Context: an optimization exercise on an open-source flow, tuned for small area, a short achievable clock period and few clock cycles. The choices shown serve that exercise and are no tape-out recipe.
Function was checked by simulation only, so behaviour that the tests miss may differ from the original.
Power figures rest on the tool's default switching activity, not on a simulated workload.

Design kappa3_light_core, start of the top module:
module kappa3_light_core(input         clock,
			 input 	       reset,
			 output [31:0] mem_addr,
			 output        mem_read,
			 output        mem_write,
			 output [31:0] mem_wrdata,
			 output [3:0]  mem_wrbits,
			 input [31:0]  mem_rddata);
Size in the first run: about 5,200 cells after synthesis, about 100 I/O pins, roughly 62,000 um2 of cells after synthesis.
export LEC_CHECK = 0
export CAP_MARGIN = 25
export CORE_MARGIN = 2
export CORE_UTILIZATION = 60
export CTS_BUF_LIST = sky130_fd_sc_hd__clkbuf_16
export CTS_CLUSTER_DIAMETER = 80
export CTS_CLUSTER_SIZE = 24
export PLACE_DENSITY = 0.7
export SLEW_MARGIN = 25
export SYNTH_HIERARCHICAL = 1
create_clock -name core_clock -period 10.0 [get_ports {clock}]
standard.sh (not shown) runs the stock make flow with config.mk's settings and CLKGATE_MAP_FILE= SYNTH_SCRIPT=/design/flow/synth_recipe.tcl, a recipe that flattens the netlist after the stock synthesis.
==> flow/flow/run.sh <==
#!/bin/bash
# Layout flow: the standard synthesis (standard.sh synth, unchanged), then
# the standard ORFS steps (standard.sh) with three changes:
#  - the port buffers are buf_4 cells instead of the cell buffer_ports picks
#    by default (a slow delay cell on this platform);
#  - timing repair aims for a larger setup margin, on the worst endpoints only;
#  - clock tree synthesis inserts no dummy loads (same buffers and clustering
#    as config.mk's CTS settings).
# make's output goes to flow_synth.log and flow_layout.log, each ORFS step's
# to orfs/logs/.
set -euo pipefail
cd "$(dirname "$0")/.."
bash standard.sh synth > flow_synth.log 2>&1
bash standard.sh "BUFFER_PORTS_ARGS=-buffer_cell sky130_fd_sc_hd__buf_4" \
     SETUP_SLACK_MARGIN=6.5 TNS_END_PERCENT=5 \
     "CTS_ARGS=-sink_clustering_enable -repair_clock_nets -buf_list sky130_fd_sc_hd__clkbuf_16 -sink_clustering_size 24 -sink_clustering_max_diameter 80 -dont_use_dummy_load" \
     finish > flow_layout.log 2>&1
The starting point went through all stages and came out clean.
Testbench counts at the start, summed over its fixed seeds: cycles 653,986.
Rerun with:
--- a/flow/flow/run.sh
+++ b/flow/flow/run.sh
@@ -14,3 +14,3 @@
 bash standard.sh "BUFFER_PORTS_ARGS=-buffer_cell sky130_fd_sc_hd__buf_4" \
-     SETUP_SLACK_MARGIN=6.5 TNS_END_PERCENT=5 \
+     SETUP_SLACK_MARGIN=6.25 TNS_END_PERCENT=5 \
      "CTS_ARGS=-sink_clustering_enable -repair_clock_nets -buf_list sky130_fd_sc_hd__clkbuf_16 -sink_clustering_size 24 -sink_clustering_max_diameter 80 -dont_use_dummy_load" \
Via count fell by 0.92%.
Core utilization went down by 1.4 points.
Cell area goes down by 2.0%.
Routed wire length is about the same.
Setup slack gets worse by 200 ps.
Total power shrinks by 1.2%.
Count of clock-buffer cells in the layout went down by 2.
Sequential cell count does not change.
Fmax drops by 4.9%.
Sequential power hardly moves.

---

kappa3_light_core, a different RTL version from the one above (not shown whole).
Size: ~5100 cells after synthesis, about 1200 flip-flops, roughly 0.062 mm^2 of cells after synthesis.
clock: 10.0 ns
lec_check: 0
cap_margin: 25
core_margin: 2
core_utilization: 63
cts_buf_list: sky130_fd_sc_hd__clkbuf_16
cts_cluster_diameter: 80
cts_cluster_size: 24
place_density: 0.72
slew_margin: 40
synth_hierarchical: 1
==> flow/flow/run.sh <==
#!/bin/bash
# Layout flow: the standard synthesis (standard.sh synth, unchanged), then
# the standard ORFS steps (standard.sh) with three changes:
#  - the port buffers are buf_4 cells instead of the cell buffer_ports picks
#    by default (a slow delay cell on this platform);
#  - timing repair aims for a larger setup margin, on the worst endpoints only;
#  - clock tree synthesis inserts no dummy loads (same buffers and clustering
#    as config.mk's CTS settings).
# make's output goes to flow_synth.log and flow_layout.log, each ORFS step's
# to orfs/logs/.
set -euo pipefail
cd "$(dirname "$0")/.."
bash standard.sh synth > flow_synth.log 2>&1
bash standard.sh "BUFFER_PORTS_ARGS=-buffer_cell sky130_fd_sc_hd__buf_4" \
     SETUP_SLACK_MARGIN=6.5 TNS_END_PERCENT=5 \
     "CTS_ARGS=-sink_clustering_enable -repair_clock_nets -buf_list sky130_fd_sc_hd__clkbuf_16 -sink_clustering_size 24 -sink_clustering_max_diameter 80 -dont_use_dummy_load" \
     finish > flow_layout.log 2>&1
Testbench counts at the start, summed over its fixed seeds: cycles 653,986.
Edit:
--- a/flow/config.mk
+++ b/flow/config.mk
@@ -10 +10 @@
-export CORE_UTILIZATION = 63
+export CORE_UTILIZATION = 55
@@ -14,2 +14,2 @@
-export PLACE_DENSITY = 0.72
-export SLEW_MARGIN = 40
+export PLACE_DENSITY = 0.66
+export SLEW_MARGIN = 25
Effect: The new run passed the timing, DRC and antenna checks. Total power goes down slightly. Count of clock-buffer cells in the layout stays the same. Wire length goes up by a few percent. Setup slack is worse by 0.055 ns. Flip-flop and latch count stays the same. Design area goes down slightly. Utilization goes down by 10 points.
Edit:
--- a/flow/config.mk
+++ b/flow/config.mk
@@ -10 +10 @@
-export CORE_UTILIZATION = 55
+export CORE_UTILIZATION = 60
@@ -14 +14 @@
-export PLACE_DENSITY = 0.66
+export PLACE_DENSITY = 0.7
=>
- final area went up slightly
- via count went up slightly
- non-clock buffer count went up by 49
- global-route usage went up by 4.0 points
- routed wire length went down slightly
- total power went up slightly
- hold slack is worse by 0.0088 ns
- maximum frequency went up slightly
- synthesized area is unchanged
- register-to-register slack is better by 0.06 ns
Edit:
--- a/flow/flow/run.sh
+++ b/flow/flow/run.sh
@@ -15 +15 @@
-     SETUP_SLACK_MARGIN=6.5 TNS_END_PERCENT=5 \
+     SETUP_SLACK_MARGIN=6.25 TNS_END_PERCENT=5 \
--- a/flow/config.mk
+++ b/flow/config.mk
@@ -15 +15 @@
-export SLEW_MARGIN = 25
+export SLEW_MARGIN = 40
The new run produced a clean layout.
Worst setup slack degrades by 0.096 ns.
Power shrinks slightly.
Wire length shrinks by a few percent.
Synthesized cell count does not change.
Edit:
--- a/flow/flow/run.sh
+++ b/flow/flow/run.sh
@@ -15 +15 @@
-     SETUP_SLACK_MARGIN=6.25 TNS_END_PERCENT=5 \
+     SETUP_SLACK_MARGIN=6.5 TNS_END_PERCENT=5 \
Maximum frequency grows by a few percent.
Worst setup slack gains 0.18 ns.
Total power grows slightly.
Edit:
--- a/flow/config.mk
+++ b/flow/config.mk
@@ -15 +15 @@
-export SLEW_MARGIN = 40
+export SLEW_MARGIN = 70
Outcome: Clock power is about the same. Hold slack gets better by 0.011 ns. Final cell count rose by 1.5%. Core utilization rose by 1.8 points. Worst setup slack gets worse by 0.011 ns. Total power rose by 1.8%.

## afterwards: timing with drivers on the ports
The results above use ideal ports. As a check the final layouts listed here were re-extracted and re-timed, cells and wires unchanged.
Step 1: set_driving_cell puts a clkbuf_16 on clock and a buf_2 on each other input, an assumption about the parent block.
Step 2 times the ports against the registers' clock, not the clock port: input delays grow and output delays shrink by t, the midpoint of the rising clock arrivals with the driver on.
a / b / c = ideal ports / drivers / drivers and shift; a / b = the first two.
run | shift t [ns] | setup WS [ns] | worst setup path after step 2
the first run of note 1 | 0.767 | 6.098 / 6.098 / 5.331 | input to register
the second run of note 1 | 0.770 | 5.895 / 5.886 / 5.116 | input to register
the first run of note 2 | 0.776 | 6.104 / 6.123 / 5.347 | input to register
the second run of note 2 | 0.761 | 6.049 / 6.049 / 5.306 | input to register
the third run of note 2 | 0.791 | 6.106 / 6.106 / 5.448 | input to register
the fourth run of note 2 | 0.775 | 6.009 / 6.055 / 5.280 | input to register
the fifth run of note 2 | 0.780 | 6.185 / 6.219 / 5.439 | input to register
the sixth run of note 2 | 0.793 | 6.175 / 6.203 / 5.410 | input to register
After both steps every run listed still meets setup and hold. The setup slack of the second run of note 1, which loses most, moves by -0.009 ns with the drivers and by -0.779 ns with both steps.
